From an optimization exercise on the open Yosys and OpenROAD flow, aimed at small area and a short achievable clock period; shortcuts taken in it are not production practice. In this exercise RTL edits were held to simulation tests only and were not proved equivalent to the original.

## flow/design.v (module list and top-level ports; edited modules follow where they fit)
// module module32: 3042 lines
// module fa: 4 lines
// module ha: 4 lines
// module gpn: 4 lines
// module gpp: 4 lines
module module32 (
  input clk,
  input [63:0] a,
  input [63:0] b,
  input [63:0] c,
  output [127:0] result);
  // ...
==> flow/flow/run.sh <==
#!/bin/bash
set -euo pipefail
MARGIN=$(cat flow/margin.txt)
bash standard.sh SETUP_SLACK_MARGIN="$MARGIN" REMOVE_ABC_BUFFERS=1 \
  BUFFER_PORTS_ARGS="-buffer_cell sky130_fd_sc_hd__buf_2" finish > flow_make.log 2>&1
==> flow/flow/margin.txt <==
8
==> flow/standard.sh <==
#!/bin/bash
# synth_recipe.tcl (not shown) runs the flow's synth.tcl, then flattens the netlist and writes it again
# the make line also repeats each setting of config.mk as NAME=value (left out here)
make -C /OpenROAD-flow-scripts/flow DESIGN_CONFIG=/design/flow/config.mk WORK_HOME=/design/flow/orfs CLKGATE_MAP_FILE= SYNTH_SCRIPT=/design/flow/synth_recipe.tcl "${@:-finish}"
==> flow/config.mk <==
export PLATFORM = sky130hd
export DESIGN_NAME = module32
export DESIGN_NICKNAME = module32
export VERILOG_FILES = /design/flow/design.v
export SDC_FILE = /design/flow/constraint.sdc
export NUM_CORES = 4
export LEC_CHECK = 0
export CAP_MARGIN = 20
export CELL_PAD_IN_SITES_DETAIL_PLACEMENT = 1
export CELL_PAD_IN_SITES_GLOBAL_PLACEMENT = 1
export CORE_MARGIN = 2
export CORE_UTILIZATION = 35
export PLACE_DENSITY = 0.5
export SLEW_MARGIN = 20
export SYNTH_HIERARCHICAL = 1
export TNS_END_PERCENT = 0
==> flow/constraint.sdc <==
create_clock -name core_clock -period 13.0 [get_ports {clk}]
set_input_delay 2.6000 -clock core_clock [delete_from_list [all_inputs] [get_ports {clk}]]
set_output_delay 2.6000 -clock core_clock [all_outputs]
set_load 0.01 [all_outputs]
==> impl_results.rst, run 1 <==
.. list-table::
   :header-rows: 1

   * - Metric
     - Value
   * - Number of iterations in the first detailed-routing pass
     - 9
   * - Maximum single-stage delay on the critical path
     - 820 ps
   * - Worst-case register-to-register setup slack
     - 7250 ps
   * - Cell depth of the worst setup path
     - 11
   * - Multi-input gate share of the layout cell area
     - 0.790
   * - Width of the chip
     - around 550 um
   * - Launch point of the critical path
     - m3_q[12]
   * - Met3 routed WL
     - a little under 90,000 um
   * - Number of fill cells
     - between 30,000 and 40,000
   * - GPL Wtd Cong
     - roughly 1
   * - Routed wire length
     - about 650,000 um
   * - Post-Place Cell Area
     - approximately 0.11 sq mm
   * - Relative max-transition margin
     - 0.152
   * - Clock tree skew after final layout
     - between 90 and 100 ps
   * - Min setup slack post-route
     - between 7000 and 8000 ps
   * - Total congestion overflow after global routing
     - 0
   * - Placeable core region
     - about 0.3 sq mm
   * - CTS tree
     - done
   * - Initial antenna violation count
     - 33
   * - Average routed wire per standard cell
     - 46.5 um
   * - Global-route wire length before repair
     - 875,000 um
   * - Post-detailed-placement half-perimeter wirelength
     - ~440,000 um
   * - Area occupied by multi-input gates
     - 0.0915 sq mm
   * - Critical path launch point type
     - register
   * - Syn Inst Count
     - 10,460
   * - Mean number of vias per cell
     - 7.13
   * - Outcome
     - finished clean
   * - DRC
     - 0
   * - Count of plain and timing-repair buffers
     - 708
   * - Clock latency reported for the late side of the worst-skew pair
     - 860 ps
   * - Max Cap Viol
     - 0
   * - Worst reg2reg startpoint
     - m3_q[12]
   * - Met1 layer wirelength in the final routing
     - roughly 250,000 um
   * - Starting Density
     - 0.352
   * - Fraction of layout instances using a drive strength above 1
     - 0.338
   * - Die Y
     - approximately 550 um
   * - Most used cells in the layout excluding fill and tap cells
     - 1,549 x sky130_fd_sc_hd__xnor2_1, 1,303 x sky130_fd_sc_hd__a22o_1, 1,271 x sky130_fd_sc_hd__fa_1
   * - Met3 usage in global routing
     - 0.173
   * - Transition time at the pin with the least slew margin
     - between 1000 and 1500 ps
   * - Final hold violations
     - 0
==> inputs of run 2 (changes only) <==
==> flow/flow/run.sh (replaced) <==
#!/bin/bash
# Own layout flow: the standard ORFS flow (its standard synthesis unchanged), with
#  - port buffers made of buf_2 cells instead of the delay-buffer cell buffer_ports picks;
#  - the buffers ABC inserted removed at floorplan (placement repair re-buffers as needed);
#  - after floorplan, logic gates the synthesis upsized set back to drive 1
#    (flow/downsize.tcl); timing repair then upsizes only what the worst paths need.
# Everything else (power grid, placement, CTS, routing) is the standard flow.
# make's output goes to flow_make_*.log, the resizing step's to flow_downsize.log;
# each ORFS tool's own log is under orfs/logs/.
set -euo pipefail
MARGIN=$(cat flow/margin.txt)
ARGS=(SETUP_SLACK_MARGIN="$MARGIN" REMOVE_ABC_BUFFERS=1
      BUFFER_PORTS_ARGS="-buffer_cell sky130_fd_sc_hd__buf_2")
bash standard.sh "${ARGS[@]}" floorplan > flow_make_floorplan.log 2>&1
RESULTS="$PWD/orfs/results/$FLOW_PLATFORM/module32/base" \
  openroad -no_init -exit flow/downsize.tcl > flow_downsize.log 2>&1
bash standard.sh "${ARGS[@]}" finish > flow_make_finish.log 2>&1
==> flow/flow/downsize.tcl (new file) <==
# Set the synthesis's upsized logic gates (drive 2 or 4) back to drive 1 in the floorplan,
# before placement; ORFS's later timing repair upsizes again only what the worst paths need.
read_db $::env(RESULTS)/2_floorplan.odb
read_liberty $::env(FLOW_HOME)/platforms/sky130hd/lib/sky130_fd_sc_hd__tt_025C_1v80.lib
report_design_area
set n 0
foreach inst [[ord::get_db_block] getInsts] {
  set m [[$inst getMaster] getName]
  if {[regexp {^sky130_fd_sc_hd__(a221oi|a21oi|o21ai|a22o|a22oi|xnor2|xor2|nand2|nor2)_(2|4)$} $m -> base sz]} {
    replace_cell [$inst getName] sky130_fd_sc_hd__${base}_1
    incr n
  }
}
puts "downsized $n instances"
report_design_area
write_db $::env(RESULTS)/2_floorplan.odb
==> flow/config.mk (replaced) <==
export PLATFORM = sky130hd
export DESIGN_NAME = module32
export DESIGN_NICKNAME = module32
export VERILOG_FILES = /design/flow/design.v
export SDC_FILE = /design/flow/constraint.sdc
export NUM_CORES = 4
export LEC_CHECK = 0
export CAP_MARGIN = 20
export CORE_MARGIN = 2
export CORE_UTILIZATION = 30
export PLACE_DENSITY = 0.4
export SLEW_MARGIN = 20
export SYNTH_HIERARCHICAL = 1
export TNS_END_PERCENT = 0
==> run 2 against run 1 <==
  * Still clean on timing, DRC and antenna
  * First-iteration DRC count rose by 20%
  * Highest routed layer unchanged
  * Critical path type unchanged
  * Core utilization fell by 7.1 points
  * Non-clock buffer count rose by 62
  * Clock skew fell by 16 ps
  * Setup slack improved by 40 ps
  * Via count rose by 1.6%
  * Worst hold slack improved by 450 ps
  * Sequential cell count did not move
==> impl_results.rst, run 2 <==
.. list-table::
   :header-rows: 1

   * - Metric
     - Value
   * - Mean Syn Cell Area
     - 10.1 sq um (unchanged)
   * - Number of rows created at floorplan
     - 217 (was 201)
   * - Number of nets at the end of the flow
     - 11,804 (was 11,752)
   * - Average routed wire per standard cell
     - 43.8 um (was 46.5 um)
   * - Met1 usage in global routing
     - 0.415 (was 0.507)
   * - Required time at the worst-slack endpoint
     - 13,670 ps (was 13,660 ps)
   * - Classification of the worst setup path
     - register to register (unchanged)
   * - Most common library cell in the layout ignoring fill and taps
     - sky130_fd_sc_hd__xnor2_1 (unchanged)
   * - Gr usage total
     - 0.346 (was 0.406)
   * - Maximum fanout count along the critical path
     - 42 (was 48)
   * - Sort of element at the end of the critical path
     - register (unchanged)
   * - Syn Inst Count
     - 10,460 (unchanged)
   * - Max Cap Viol
     - 0 (unchanged)
   * - Arrival time worst endpoint
     - 6380 ps (was 6410 ps)
   * - Most used cells in the layout excluding fill and tap cells
     - 1,550 x sky130_fd_sc_hd__xnor2_1, 1,303 x sky130_fd_sc_hd__a22o_1, 1,298 x sky130_fd_sc_hd__a221oi_1 (was 1,549 x sky130_fd_sc_hd__xnor2_1, 1,303 x sky130_fd_sc_hd__a22o_1, 1,271 x sky130_fd_sc_hd__fa_1)
   * - CTS Root Cell
     - sky130_fd_sc_hd__clkbuf_16 (unchanged)
   * - Number of fill cells
     - 36,020 (was 32,618)
   * - Largest net degree at the start of global routing
     - 57 (was 67)
   * - Die Y
     - 596 um (was 553 um)
   * - Unrepaired setup endpoints after global routing
     - true (unchanged)
   * - Worst-case register-to-register setup slack
     - 7290 ps (was 7250 ps)
   * - Starting Density
     - 0.301 (was 0.352)
   * - Fin crit share
     - 0.439 (was 0.442)
   * - Yosys warnings
     - 7 (unchanged)
   * - Min setup slack post-route
     - 7290 ps (was 7250 ps)
   * - Setup TNS
     - 0 ps (unchanged)
   * - Cts bufs inserted
     - 60 (was 70)
   * - Clock latency reported for the late side of the worst-skew pair
     - 780 ps (was 860 ps)
   * - Post-detailed-placement half-perimeter wirelength
     - 422,000 um (was 444,000 um)
   * - Post-placement setup slack
     - 6120 ps (was 6310 ps)
   * - Number of I/O port buffers
     - 320 (unchanged)
   * - Vias post-DR
     - 101,027 (was 99,457)
   * - Mean number of vias per cell
     - 6.89 (was 7.13)
   * - Placeable core region
     - 0.349 sq mm (was 0.300 sq mm)
   * - Critical path launch point type
     - register (unchanged)
   * - Cell depth of the worst min-delay path
     - 3 (was 1)
   * - Number of nets with antenna violations after detailed routing
     - 0 (unchanged)
   * - Total congestion overflow after global routing
     - 0 (unchanged)
   * - Initial antenna violation count
     - 56 (was 33)
   * - CTS tree
     - done (unchanged)
   * - DRC
     - 0 (unchanged)
   * - Maximum buffer depth of the clock tree
     - 3 (was 4)
   * - Sinks on Clock Net
     - 494 (unchanged)
   * - GPL Wtd Cong
     - 1.00 (about the same)
   * - Width of the chip
     - 596 um (was 553 um)
   * - Area of the die
     - 0.356 sq mm (was 0.305 sq mm)
   * - Number of slew-limit violations in the final report
     - 0 (unchanged)
   * - Outcome
     - finished clean (unchanged)
   * - Largest register FFs
     - 128 (unchanged)
   * - Global-route wire length before repair
     - 865,000 um (was 875,000 um)
   * - Clock tree skew after final layout
     - 78.2 ps (was 93.7 ps)
   * - Number of cell instances on the worst register-to-register path
     - 11 (unchanged)
   * - Top Registers
     - x_q: 128 flops, gq: 127 flops, t_q: 66 flops (unchanged)
   * - Met3 usage in global routing
     - 0.153 (was 0.173)
   * - Final hold violations
     - 0 (unchanged)
   * - Number of iterations in the first detailed-routing pass
     - 10 (was 9)
   * - Transition time at the pin with the least slew margin
     - 1180 ps (was 1270 ps)
   * - Number of global-route vias before repair
     - 101,559 (was 102,916)
   * - Routed wire length
     - 642,000 um (was 648,000 um)
   * - Initial DRC count
     - 15,201 (was 12,619)
   * - Shortest period the worst path allows
     - 5710 ps (was 5750 ps)
   * - Final setup viols
     - 0 (unchanged)
   * - Fraction of layout instances using a drive strength above 1
     - 0.202 (was 0.338)
   * - Met2 demand-to-capacity share in global routing
     - 0.504 (was 0.592)
   * - Relative max-transition margin
     - 0.213 (was 0.152)
   * - Min-Delay Path Class
     - register to register (unchanged)
   * - Total standard cell area after synthesis
     - 0.105 sq mm (unchanged)
   * - Busiest layer in global routing
     - met2 (unchanged)
   * - Clock slew at reported path FFs
     - 70 ps (was 60 ps)
   * - Register containing the most flip-flops in the final layout
     - x_q (unchanged)
   * - Depth of the CTS H-tree
     - 2 (was 3)
   * - Maximum frequency from static timing analysis
     - 175 MHz (was 174 MHz)
   * - Number of placed I/O pins
     - 321 (unchanged)
   * - Area overhead of the layout relative to synthesis
     - 4.83% (was 9.93%)
[run 2: repair_timing]
action                     4_1_cts  5_1_grt
hold buffers                     0        0
pin swaps                      117       47
gates resized for setup       1359      348
setup endpoints to repair      360      336
cloned                           0        3
buffers inserted                76       18
[run 2: layout make-up]
| cell class | instances | area [sq um] | area share |
|---|---|---|---|
| diodes | 35 | 87.6 | 0.000793 |
| clock inverters | 38 | 544 | 0.00493 |
| repair buffers | 770 | 6370 | 0.0577 |
| clock buffers | 75 | 1660 | 0.0150 |
| inverters | 180 | 683 | 0.00619 |
| flip-flops and latches | 494 | 10700 | 0.0969 |
| multi-input cells | 8465 | 84600 | 0.766 |
| well taps | 4599 | 5750 | 0.0521 |
[run 2: worst max-delay path: stages, from the launching register on]
cell                       delay, ps
sky130_fd_sc_hd__dfxtp_4         610
sky130_fd_sc_hd__buf_8           470
sky130_fd_sc_hd__a22o_1          200
sky130_fd_sc_hd__a221oi_1         50
sky130_fd_sc_hd__xnor2_1         550
sky130_fd_sc_hd__fa_1            550
sky130_fd_sc_hd__fa_1            500
sky130_fd_sc_hd__fa_1            560
sky130_fd_sc_hd__fa_1            490
sky130_fd_sc_hd__fa_1            460
sky130_fd_sc_hd__fa_1            730
sky130_fd_sc_hd__ha_1            300
[run 2: path summary, 6_finish.rpt]
| kind | start | endpoint |
|---|---|---|
| min reg2reg | neg_q[1] | x_q[3] |
| min | neg_q[1] | x_q[3] |
| max reg2reg | c_q[42] | x_q[72] |
| max | c_q[42] | x_q[72] |
[run 2: metrics by stage]
| stage | hold slack (ps) | utilization | cells | cell area (sq um) |
|---|---|---|---|---|
| finish | 1350 | 0.316 | 14656 | 110000 |
| global route | 1350 | 0.316 | 14631 | 110000 |
| detailed placement | 1270 | 0.288 | 14411 | 101000 |
| floorplan | 954 | - | 9139 | 99600 |
| CTS | 1290 | 0.311 | 14600 | 109000 |
| global placement | 1290 | 0.288 | 14411 | 101000 |
[run 2: metal layers]
metal,share of wire,routed length [um]
met3,0.14,87900
met4,0.076,49000
met1,0.37,241000
met5,0.0020,1310
met2,0.41,263000

[re-timing with driven ports]
In the flow no input, the clock included, has a driving cell. The finished layouts below were timed again as built, in two steps. Step 1 assumes that a clkbuf_16 drives the clock port and a buf_2 every other input. Step 2 adds t to the input delays and takes it off the output delays; t is the mean of the earliest and latest rising clock arrival at the registers after step 1. Input paths then give back, and output paths get back, about the clock's delay inside the block. Three values: no drivers, after step 1, after step 2; two values: the first two.
| run | t (ns) | setup slack, ns | pins driven straight from the clock port |
|---|---|---|---|
| run 1 | 0.935 | 7.250 / 7.222 / 6.800 | 1 |
| run 2 | 0.858 | 7.290 / 7.290 / 6.951 | 1 |
After both steps every run listed still meets setup and hold. The setup slack of run 1, which loses most, moves by -0.028 ns with the drivers and by -0.450 ns with both steps.
